Source: an optimization exercise on an open RTL-to-GDS flow (aim: small area and a short achievable clock period). Production flows keep margins and buffers that such runs may drop.
Function was checked by simulation only, so behaviour that the tests miss may differ from the original.

==> flow/design.v (outline; a module is shown in full before it is edited, if it fits) <==
// module fa: 4 lines
// module ha: 4 lines
// module datapath: 1374 lines
module datapath(input   logic              clk, reset, kSelect, nEnable, dEnable,
                input   logic       [1:0]  ndSelect,
                input   logic       [15:0] N, D, IA,
                output  logic       [15:0] result);
  // ...
==> flow/run.sh <==
#!/bin/bash
# synth_recipe.tcl (not shown) runs the flow's synth.tcl, then flattens the netlist and writes it again
# the make line also repeats each setting of config.mk as NAME=value (left out here)
make -C /OpenROAD-flow-scripts/flow DESIGN_CONFIG=/design/flow/config.mk WORK_HOME=/design/flow/orfs CLKGATE_MAP_FILE= SYNTH_SCRIPT=/design/flow/synth_recipe.tcl finish
==> flow/config.mk <==
export PLATFORM = sky130hd
export DESIGN_NAME = datapath
export DESIGN_NICKNAME = datapath
export VERILOG_FILES = /design/flow/design.v
export SDC_FILE = /design/flow/constraint.sdc
export NUM_CORES = 4
export LEC_CHECK = 0
export CAP_MARGIN = 20
export CORE_MARGIN = 2
export CORE_UTILIZATION = 40
export SLEW_MARGIN = 20
==> flow/constraint.sdc <==
create_clock -name core_clock -period 22.0 [get_ports {clk}]
set_input_delay 4.4000 -clock core_clock [delete_from_list [all_inputs] [get_ports {clk}]]
set_output_delay 4.4000 -clock core_clock [all_outputs]
set_load 0.01 [all_outputs]
==> flow_summary.yaml, run 1 <==
outcome:
  outcome: "timing/DRC/antenna clean"
yosys:
  yosysSeqAreaShare: 0.0733
  synthAdderAreaFrac: 0.495
  synth.distinct_cells: 56
  synthMuxAreaShare: 0.0507
  synth_area_per_cell_sq_um: 8.44
  synth_simple_gate_area_share: 0.163
  synth_compound_area_frac: 0.0689
  ys_warn_count: 1
drt:
  drt_pass1_iterations: 6
  wl_per_cell_um: 20.4
  route.met2.wl_mm: 19.8
  wl_met1_mm: 15.5
  vias: 10300
  viasPerCell: 5.23
  routed_wl_mm: 40.1
grt:
  grt_max_degree: 54
  antenna_found_initial: 1
placement:
  placed_cell_area_sq_mm: 0.0140
critical_path:
  r2r_setup_slack_ns: 13.35
  path_class: "in -> reg"
  required_ns: 22.16
  path_delay_family: "adder cells"
  r2r-end: "regN[18]$_DFFE_PP0P_"
  path_common_cell: "fa_1"
  crit-reg2reg-launch: "regD[1]$_DFFE_PP0P_"
floorplanning:
  tap_cells: 402
cells_and_area:
  n_all_buffers: 96
  seq_area_frac: 0.0669
  num-multi-input-gates: 1072
  multi_input_area_share: 0.729
  buffer_area_frac: 0.0620
cts:
  clkSinkCount: 38
  clock_path_buffers: 2
  cts_buffers: 5
  insertion_delay_ns: 0.29
job:
  cap_violations: 0
sta:
  worst_hold_slack_ns: 0.510
  rsz0062_at_grt: "no"
==> inputs of run 2 (changes only) <==
==> flow/flow/run.sh (new file) <==
#!/bin/bash
# The standard layout, with Yosys's quick ABC pass inside `synth` turned off
# (-noabc) so that extract_fa sees the full adders as written in the RTL.
set -euo pipefail
bash standard.sh SYNTH_ARGS=-noabc finish > standard_flow.log 2>&1
==> flow/standard.sh (new file) <==
#!/bin/bash
# synth_recipe.tcl (not shown) runs the flow's synth.tcl, then flattens the netlist and writes it again
# the make line also repeats each setting of config.mk as NAME=value (left out here)
make -C /OpenROAD-flow-scripts/flow DESIGN_CONFIG=/design/flow/config.mk WORK_HOME=/design/flow/orfs CLKGATE_MAP_FILE= SYNTH_SCRIPT=/design/flow/synth_recipe.tcl "${@:-finish}"
removed: flow/run.sh
==> run 2 against run 1 <==
Effect of this change: core utilization grew 0.32 points; count of clock-buffer cells in the layout grew 1; hold slack lost 0.0021 ns; still clean; critical endpoint is now regD[15]$_DFFE_PP0P_.
==> flow_summary.yaml, run 2 <==
drt:
  highest_layer: "met4"
  routed_wl_mm: 36.6
  drt_iter0_markers: 759
  drcViolationCount: 0
  vias: 9469
  viasPerCell: 5.77
  route.met2.wl_mm: 18.4
  drt_pass1_iterations: 7
  wl_per_cell_um: 22.3
  wl_met3_mm: 2.67
  ant_nets: 0
  wl_met1_mm: 14.3
cells_and_area:
  drive_gt1_frac: 0.0748
  syn2layout_area_growth_pct: 10.7
  layout_common_cells: "nor2_1, fa_1, clkdlybuf4s50_1"
  fill_cells: 2793
  final_util: 0.451
  final_area_sq_mm: 0.0130
  stdcell_count: 1640
  diodes: 0
  register_area_sq_um: 951
  multiInputGateArea_sq_mm: 0.0104
  finalNetCount: 1655
  reg.largest.list: "regD: 19 flops, regN: 19 flops"
  final_common_cell: "nor2_1"
grt:
  antenna_found_initial: 0
  grt_pass1_vias: 10500
  grt-ovfl-total: 0
  grt_max_degree: 39
  grt_pass1_wl_mm: 58.6
  gr-usage-all-layers: 0.248
critical_path:
  ff2ff_path_depth: 22
  path_class: "in -> reg"
  arrival_ns: 11.90
  path_depth: 23
  r2r_setup_slack_ns: 13.92
  path_common_cell: "fa_1"
  slowest_delay_ns: 0.53
  path_delay_family: "adder cells"
  crit-reg2reg-launch: "regD[3]$_DFFE_PP0P_"
  end_kind: "flip-flop"
  worst-path-max-fanout: 19
  required_ns: 22.17
  crit_path_cell_trace: "clkdlybuf4s50_1 > inv_1 > ha_1 > a222oi_1 > nand2_1 > o21ai_1 > buf_4 > nor2_1 > fa_1 > fa_1 > fa_1 > fa_1 > fa_1 > fa_1 > ha_1 > nand2_1 > o21ai_0 > a41oi_1 > a31oi_1 > nand3_1 > a21boi_1 > o21ai_0 > a31o_2"
  crit_path_end: "regD[15]$_DFFE_PP0P_"
  r2r-end: "regD[15]$_DFFE_PP0P_"
  start_kind: "primary input"
  worst-path-buf-inv: 3
  slowest_stage: "fa_1"
  startpoint: "ndSelect[0]"
sta:
  rsz0062_at_grt: "no"
  worst_hold_slack_ns: 0.508
  fin_skew_ns: 0.00353
  final-hold-violation-count: 0
  maxSlewHeadroom: 0.342
  setup_viol: 0
  finalSetupTns_ns: 0
  layout_min_cycle_time_ns: 11.73
  fin_ws_ns: 10.27
  period_share: 0.533
  tightestPinTransition_ns: 0.966
  drv_slew: 0
  max_freq_mhz: 85.2
cts:
  clock_path_buffers: 2
  clkSinkCount: 38
  cts_tree: "built"
  path_clk_slew_ns: 0.06
  cts.htree.levels: 2
  hold_buffers: 0
  insertion_delay_ns: 0.28
  cts_buffers: 5
  cts_root_buf: "clkbuf_16"
  cts.repair.resized: 0
  cts_setup_buffers: 0
worst_hold_path:
  hold_path.class: "reg -> reg"
yosys:
  synthMuxAreaShare: 0.0267
  yosysSeqAreaShare: 0.0809
  synthAdderAreaFrac: 0.551
  synth_top_area_frac: 0.490
  synth_most_common_cell: "nor2_1"
  synth.distinct_cells: 66
  yosys-top-cells-area: "fa_1, nor2_1, dfrtp_1"
  synth_compound_area_frac: 0.0961
  synth_ff_type: "dfrtp_1"
  synth_xor_xnor_area_share: 0.0237
  syn_inst: 1225
  syn-cell-area_sq_mm: 0.0118
  syn_nets: 1625
  synth_simple_gate_area_share: 0.184
  async_reset_ff_frac: 1.00
  synth_area_per_cell_sq_um: 9.60
  synth_top_family_by_area: "adder cells"
  synth_top_area_cell: "fa_1"
  synth-seq-cells: 38
  netlist_top_cells_count: "nor2_1, fa_1, clkbuf_1"
  ys_warn_count: 1
  synth_edf_count: 0
floorplanning:
  die_h_um: 175
  num_rows: 62
  initial_core_util: 0.407
  die_width_um: 175
  dieArea_sq_mm: 0.0308
  core_sq_mm: 0.0289
  io_pins: 71
placement:
  placedCellCount: 1632
  portBuffers: 70
  placed_cell_area_sq_mm: 0.0129
  hpwl_mm: 26.2
  preCtsSetupSlack_ns: 10.12
  gp_congestion: 0.872
job:
  cap_violations: 0
outcome:
  outcome: "timing/DRC/antenna clean"
[run 2: changes by cell type after synthesis, sizes merged, moves of 14 or more]
| cell | before | now |
|---|---|---|
| nor2 | 212 | 392 |
| a222oi | 0 | 16 |
| mux2 | 42 | 24 |
| nand2 | 218 | 48 |
| and2 | 20 | 2 |
| o21a | 17 | 3 |
| inv | 351 | 16 |
[run 2: how the worst min path moves through the flow]
stage / from / end / slack (ns) / cells past startpoint
after floorplan: regN[17]$_DFFE_PP0P_ / regN[17]$_DFFE_PP0P_ / 0.46 / 2
after global placement: regN[17]$_DFFE_PP0P_ / regN[17]$_DFFE_PP0P_ / 0.48 / 2
after detailed placement: regN[17]$_DFFE_PP0P_ / regN[17]$_DFFE_PP0P_ / 0.49 / 2
after CTS: regN[17]$_DFFE_PP0P_ / regN[17]$_DFFE_PP0P_ / 0.51 / 2
after global routing: regN[7]$_DFFE_PP0P_ / regN[7]$_DFFE_PP0P_ / 0.53 / 1
final: regN[17]$_DFFE_PP0P_ / regN[17]$_DFFE_PP0P_ / 0.51 / 2
[run 2: final cells by class]
| type | count | area share |
|---|---|---|
| flip-flops and latches | 38 | 0.0730 |
| repair buffers | 107 | 0.0751 |
| clock inverters | 1 | 0.000384 |
| multi-input cells | 1087 | 0.799 |
| well taps | 384 | 0.0369 |
| clock buffers | 7 | 0.0110 |
| inverters | 16 | 0.00461 |
[run 2: logic make-up (layout without fill, tap and decap cells)]
| group | Yosys count | count (layout) |
|---|---|---|
| xor gates and xnor gates | 31 | 31 |
| adders and majority gates | 345 | 345 |
| muxes | 28 | 28 |
| DFF | 38 | 38 |
| and+or+nand+nor | 518 | 518 |
| AOI/OAI and AO/OA | 165 | 165 |
| buffers and inverters | 100 | 131 |
[run 2: worst min-delay path, delay by kind of cell (launching register included)]
family,cells,cell delay (ns)
DFF,1,0.35
and+or+nand+nor,2,0.12
[run 2: per-layer routing]
| metal | global-route usage | up-vias |
|---|---|---|
| li1 | - | 4084 |
| met1 | 0.323 | 4900 |
| met2 | 0.432 | 398 |
| met3 | 0.0407 | 87 |
| met4 | 0.0634 | 0 |
| met5 | 0 | - |
==> inputs of run 3 (changes only) <==
==> flow/flow/run.sh (replaced) <==
#!/bin/bash
# The standard layout with three changes:
#  - Yosys's quick ABC pass inside `synth` is off (-noabc), so extract_fa
#    sees the full adders as written in the RTL (no inverters between them);
#  - ports are buffered with buf_1 instead of the resizer's default pick;
#  - repair_timing aims for 10.8 ns of setup slack, so that it sizes the
#    critical paths instead of stopping at the (easy) 22 ns clock.
set -euo pipefail
bash standard.sh SYNTH_ARGS=-noabc \
  "BUFFER_PORTS_ARGS=-buffer_cell sky130_fd_sc_hd__buf_1" \
  SETUP_SLACK_MARGIN=10.8 finish > standard_flow.log 2>&1
==> run 3 against run 2 <==
Effect of this change: register-to-register slack better by 0.39 ns; sequential share of layout area is 0.20 points higher; die area stayed put; still clean on timing, DRC and antenna; via count is 1.0% higher; core utilization is 1.2 points lower; critical endpoint is now regN[14]$_DFFE_PP0P_; largest cell class unchanged; critical path type unchanged; first-iteration DRC count is 1.2% higher; flip-flop and latch count stayed put.
==> flow_summary.yaml, run 3 <==
outcome:
  outcome: "timing/DRC/antenna clean"
yosys:
  ys_warn_count: 1
  synth_edf_count: 0
  synth_ff_type: "dfrtp_1"
  yosys-top-cells-area: "fa_1, nor2_1, dfrtp_1"
  syn-cell-area_sq_mm: 0.0118
  synth_most_common_cell: "nor2_1"
  syn_nets: 1625
  netlist_top_cells_count: "nor2_1, fa_1, clkbuf_1"
  synth-seq-cells: 38
  async_reset_ff_frac: 1.00
  synth_area_per_cell_sq_um: 9.60
  synth.distinct_cells: 66
  yosysSeqAreaShare: 0.0809
  synth_top_area_cell: "fa_1"
  synth_top_area_frac: 0.490
  syn_inst: 1225
worst_hold_path:
  hold_start: "regN[17]$_DFFE_PP0P_"
  hold_path.class: "reg -> reg"
cts:
  cts_root_buf: "clkbuf_16"
  clock_path_buffers: 2
  cts_buffers: 5
  cts.htree.levels: 2
  clkSinkCount: 38
  insertion_delay_ns: 0.29
  cts_tree: "built"
  path_clk_slew_ns: 0.06
floorplanning:
  die_h_um: 175
  initial_core_util: 0.407
  io_pins: 71
  num_rows: 62
  core_sq_mm: 0.0289
  dieArea_sq_mm: 0.0308
  die_width_um: 175
cells_and_area:
  finalNetCount: 1661
  final_util: 0.439
  final_area_sq_mm: 0.0127
  diodes: 0
  syn2layout_area_growth_pct: 7.70
  reg.largest.list: "regD: 19 flops, regN: 19 flops"
  layout_common_cells: "nor2_1, fa_1, buf_1"
  stdcell_count: 1645
  final_common_cell: "nor2_1"
  drive_gt1_frac: 0.0880
critical_path:
  required_ns: 22.23
  r2r_setup_slack_ns: 14.31
  path_class: "in -> reg"
  arrival_ns: 11.18
  worst-path-max-fanout: 16
  start_kind: "primary input"
  slowest_stage: "fa_1"
  crit-reg2reg-launch: "regD[1]$_DFFE_PP0P_"
  end_kind: "flip-flop"
  startpoint: "ndSelect[0]"
  crit_path_cell_trace: "buf_1 > inv_1 > ha_2 > a222oi_1 > nand2_1 > o21ai_1 > buf_4 > nor2_1 > fa_1 > fa_1 > fa_1 > fa_1 > fa_1 > fa_1 > ha_2 > nand2_1 > o21ai_0 > inv_1 > a31oi_2 > nand3_1 > nand2_1 > xor2_1 > mux2_2"
  slowest_delay_ns: 0.59
  path_common_cell: "fa_1"
grt:
  antenna_found_initial: 0
  grt_max_degree: 39
  grt_pass1_wl_mm: 57.9
  grt_pass1_vias: 10400
  grt-ovfl-total: 0
  gr-usage-all-layers: 0.244
placement:
  portBuffers: 70
  placed_cell_area_sq_mm: 0.0124
  placedCellCount: 1634
  gp_congestion: 0.859
  hpwl_mm: 26.0
  preCtsSetupSlack_ns: 10.51
sta:
  layout_min_cycle_time_ns: 10.95
  worst_hold_slack_ns: 0.501
  period_share: 0.498
  drv_slew: 0
  final-hold-violation-count: 0
  finalSetupTns_ns: 0
  rsz0062_at_grt: "no"
  maxSlewHeadroom: 0.416
  max_freq_mhz: 91.3
  fin_skew_ns: 0.00544
  tightestPinTransition_ns: 0.875
  fin_ws_ns: 11.05
  setup_viol: 0
drt:
  drt_pass1_iterations: 8
  drt_iter0_markers: 768
  wl_per_cell_um: 22.1
  vias: 9564
  ant_nets: 0
  routed_wl_mm: 36.3
  viasPerCell: 5.81
  drcViolationCount: 0
job:
  cap_violations: 0
-- run 3: cell type report --
| cell class | instances | area (sq um) |
|---|---|---|
| well taps | 384 | 480 |
| repair buffers | 113 | 618 |
| multi-input cells | 1087 | 10400 |
| fillers | 2839 | 16200 |
| clock buffers | 5 | 125 |
| clock inverters | 2 | 10.0 |
| flip-flops and latches | 38 | 951 |
| inverters | 16 | 62.6 |
-- run 3: repair_timing --
action                                 in CTS  in global routing
hold buffers                                0                  0
setup buffers                               0                  4
endpoints found under the hold margin       0                  0
setup endpoints to repair                   0                 31
resized for setup                           0                 16
-- run 3: worst paths after layout --
path,end,cells after the start
max,regN[14]$_DFFE_PP0P_,23
min,regN[17]$_DFFE_PP0P_,2
max reg2reg,regN[14]$_DFFE_PP0P_,24
min reg2reg,regN[17]$_DFFE_PP0P_,2
max in group asynchronous,regN[4]$_DFFE_PP0P_,3
min in group asynchronous,regD[18]$_DFFE_PP0P_,3
-- run 3: cell families (layout without fill, tap and decap cells) --
family | Yosys count | in the layout | synth area share
mux | 28 | 28 | 0.0267
flops | 38 | 38 | 0.0809
buf+inv | 100 | 136 | 0.0381
xor+xnor | 31 | 31 | 0.0237
fa+ha+maj | 345 | 345 | 0.551
simple gates | 518 | 518 | 0.184
compound gates | 165 | 165 | 0.0961
-- run 3: per-layer routing --
metal	vias up	GRT usage	wire (um)
met2	431	0.413	18100
met4	0	0.0668	1020
met3	71	0.0368	2670
li1	4095	-	-
met5	-	0	0
met1	4967	0.328	14600
-- run 3: worst max-delay path, delay by kind of cell --
family | cells | cell delay, ns
AND/OR/NAND/NOR | 5 | 0.78
XOR/XNOR | 1 | 0.30
multiplexers | 1 | 0.22
AO/OA/AOI/OAI | 4 | 1.24
buffers and inverters | 4 | 0.59
adder cells (fa/ha/maj) | 8 | 3.64
==> inputs of run 4 (changes only) <==
==> flow/flow/run.sh (replaced) <==
#!/bin/bash
# The standard layout (the standard.sh) with these changes:
#  - Yosys's quick ABC pass inside `synth` is off (-noabc), so extract_fa
#    sees the full adders as written in the RTL (no inverters between them);
#  - ports are buffered with buf_1 instead of the resizer's default pick;
#  - repair_timing aims for 11.4 ns of setup slack, so that it sizes the
#    critical paths instead of stopping at the (easy) 22 ns clock; it only
#    resizes and swaps pins (no new buffers, no cloning);
#  - a denser core (70 %) and clkbuf_4 clock buffers.
# Each tool's full log stays in orfs/logs/; make's output is in standard_flow.log.
set -euo pipefail
bash standard.sh SYNTH_ARGS=-noabc \
  "BUFFER_PORTS_ARGS=-buffer_cell sky130_fd_sc_hd__buf_1" \
  SETUP_SLACK_MARGIN=11.4 SETUP_MOVE_SEQUENCE=unbuffer,sizeup,swap \
  finish > standard_flow.log 2>&1
--- a/flow/config.mk
+++ b/flow/config.mk
@@ -7,5 +7,6 @@
 export LEC_CHECK = 0
 export CAP_MARGIN = 20
 export CORE_MARGIN = 2
-export CORE_UTILIZATION = 40
+export CORE_UTILIZATION = 70
+export CTS_BUF_LIST = sky130_fd_sc_hd__clkbuf_4
 export SLEW_MARGIN = 20
==> run 4 against run 3 <==
Effect of this change: still clean; core utilization increased by 34 points; final cell count decreased by 10%; die area is 42% lower; register-to-register slack improved by 0.15 ns; count of clock-buffer cells in the layout rose by 1.
==> flow_summary.yaml, run 4 <==
outcome:
  outcome: "timing/DRC/antenna clean"
sta:
  maxSlewHeadroom: 0.417
  tightestPinTransition_ns: 0.874
  fin_skew_ns: 0.00843
  setup_viol: 0
  period_share: 0.476
  drv_slew: 0
  rsz0062_at_grt: "no"
  final-hold-violation-count: 0
  max_freq_mhz: 95.6
  finalSetupTns_ns: 0
  layout_min_cycle_time_ns: 10.47
drt:
  drt_pass1_iterations: 8
  ant_nets: 0
  drcViolationCount: 0
  viasPerCell: 6.79
  vias: 10000
  wl_per_cell_um: 24.4
  drt_iter0_markers: 800
  routed_wl_mm: 36.1
placement:
  portBuffers: 70
  gp_congestion: 0.920
  hpwl_mm: 25.1
  placed_cell_area_sq_mm: 0.0123
yosys:
  synth_top_area_frac: 0.490
  netlist_top_cells_count: "nor2_1, fa_1, clkbuf_1"
  synth.distinct_cells: 66
  yosysSeqAreaShare: 0.0809
  synth-seq-cells: 38
  syn_inst: 1225
  syn-cell-area_sq_mm: 0.0118
  synth_most_common_cell: "nor2_1"
  synth_top_area_cell: "fa_1"
  synth_edf_count: 0
  yosys-top-cells-area: "fa_1, nor2_1, dfrtp_1"
  synth_ff_type: "dfrtp_1"
  async_reset_ff_frac: 1.00
  synth_area_per_cell_sq_um: 9.60
  ys_warn_count: 1
  syn_nets: 1625
floorplanning:
  die_width_um: 134
  core_sq_mm: 0.0165
  num_rows: 47
  dieArea_sq_mm: 0.0179
  die_h_um: 134
  io_pins: 71
  initial_core_util: 0.712
job:
  cap_violations: 0
cells_and_area:
  fill_cells: 1147
  final_common_cell: "nor2_1"
  final_area_sq_mm: 0.0129
  syn2layout_area_growth_pct: 9.68
  finalNetCount: 1656
  drive_gt1_frac: 0.148
  reg.largest.list: "regD: 19 flops, regN: 19 flops"
  layout_common_cells: "nor2_1, fa_1, buf_1"
critical_path:
  required_ns: 22.27
  worst-path-max-fanout: 19
  start_kind: "primary input"
  end_kind: "flip-flop"
  arrival_ns: 10.73
  path_class: "in -> reg"
grt:
  grt_max_degree: 39
  grt_pass1_vias: 10600
  antenna_found_initial: 0
  grt_pass1_wl_mm: 55.7
  grt-ovfl-total: 0
  gr-usage-all-layers: 0.413
cts:
  clock_path_buffers: 2
  clkSinkCount: 38
  insertion_delay_ns: 0.37
  cts_root_buf: "clkbuf_4"
  path_clk_slew_ns: 0.12
  cts.htree.levels: 2
  cts_tree: "built"
  cts_buffers: 5
worst_hold_path:
  hold_path.class: "reg -> reg"
## run 4: cell counts after synthesis
No cell type changed its count.
## run 4: cell type report
cell class	instances	area [sq um]	area share
Timing Repair Buffer	108	672	0.0521
Clock inverter	2	8.76	0.000679
Multi-Input combinational cell	1087	10900	0.843
Inverter	16	67.6	0.00524
Antenna cell	1	2.50	0.000194
Clock buffer	6	45.0	0.00349
Sequential cell	38	951	0.0737
Tap cell	220	275	0.0213
## run 4: kinds of logic (layout without fill, tap and decap cells)
group                      count (synthesis)  in the layout  share of synthesized area
and+or+nand+nor                          518            518                      0.184
adders and majority gates                345            345                      0.551
AOI/OAI and AO/OA                        165            165                     0.0961
buffers and inverters                    100            132                     0.0381
DFF                                       38             38                     0.0809
xor gates and xnor gates                  31             31                     0.0237
muxes                                     28             28                     0.0267
other                                      0              1                          0
## run 4: metal layers
metal | track usage | share of wire | vias to the layer above
li1 | - | - | 4101
met5 | 0 | 0 | -
met4 | 0.168 | 0.043 | 0
met1 | 0.514 | 0.36 | 5149
met2 | 0.699 | 0.50 | 651
met3 | 0.102 | 0.094 | 128
## run 4: final timing paths
| path | endpoint | cells after the start | slack (ns) | startpoint |
|---|---|---|---|---|
| max in group asynchronous | regN[3]$_DFFE_PP0P_ | 3 | 17.52 | reset |
| min in group asynchronous | regD[2]$_DFFE_PP0P_ | 3 | 4.12 | reset |
| min reg2reg | regN[17]$_DFFE_PP0P_ | 2 | 0.53 | regN[17]$_DFFE_PP0P_ |
| max | regD[9]$_DFFE_PP0P_ | 22 | 11.53 | ndSelect[0] |
| max reg2reg | regD[9]$_DFFE_PP0P_ | 23 | 14.46 | regD[3]$_DFFE_PP0P_ |
| min | regN[17]$_DFFE_PP0P_ | 2 | 0.53 | regN[17]$_DFFE_PP0P_ |
## run 4: timing repair
| action | in CTS | in global routing |
|---|---|---|
| setup endpoints to repair | 37 | 38 |
| resized for setup | 41 | 96 |
| hold buffers | 0 | 0 |
| setup buffers | 0 | 0 |
| pin swaps | 6 | 35 |
## run 4: per-stage QoR
stage | worst slack [ns] | hold slack (ns) | cells | utilization
6_report | 11.53 | 0.528 | 1478 | 0.780
5_1_grt | 11.36 | 0.551 | 1477 | 0.780
4_1_cts | 11.39 | 0.536 | 1477 | 0.759
3_5_place_dp | 10.58 | 0.508 | 1469 | 0.743
3_3_place_gp | 10.64 | 0.491 | 1469 | 0.743
2_1_floorplan | 11.40 | 0.480 | 1225 | -
## run 4: critical path, stage by stage
cell and delay, ns:
buf_6 0.10, inv_2 0.07, ha_4 0.23, a222oi_1 0.37, nand2_1 0.15, o21ai_4 0.32, nor2_2 0.09, fa_1 0.54
fa_1 0.52, fa_2 0.38, fa_1 0.55, fa_1 0.45, fa_1 0.61, ha_4 0.27, a21oi_4 0.20, o21bai_1 0.10
a32o_2 0.27, a31o_4 0.26, a21o_1 0.17, a21o_1 0.22, xor2_2 0.17, mux2_2 0.26

[port drivers added, routing unchanged]
How much do the figures lean on ideal ports? The routed layouts below were timed once more, with nothing changed but the port constraints.
Step 1 sets driving cells, clkbuf_16 on the clock port and buf_2 on the other inputs (assumed; they add their load-dependent delay and slew).
Step 2, shift: input delay + t, output delay - t, t = (earliest + latest rising clock arrival at the registers) / 2. This alone moves slack from input paths to output paths.
a / b / c = ideal ports / drivers / drivers and shift; a / b = the first two.
run | t (ns) | slack for setup (ns) | slew at the worst register clock pin (ns) | worst data-port slew with drivers (ns)
run 1 | 0.319 | 10.046 / 10.056 / 9.737 | 0.06 / 0.06 | 0.05
run 2 | 0.312 | 10.269 / 10.282 / 9.969 | 0.06 / 0.06 | 0.05
run 3 | 0.320 | 11.045 / 11.058 / 10.739 | 0.06 / 0.06 | 0.04
run 4 | 0.394 | 11.535 / 11.515 / 11.122 | 0.12 / 0.12 | 0.05
After both steps every run listed still meets setup and hold. The setup slack of run 4, which loses most, moves by -0.020 ns with the drivers and by -0.413 ns with both steps.
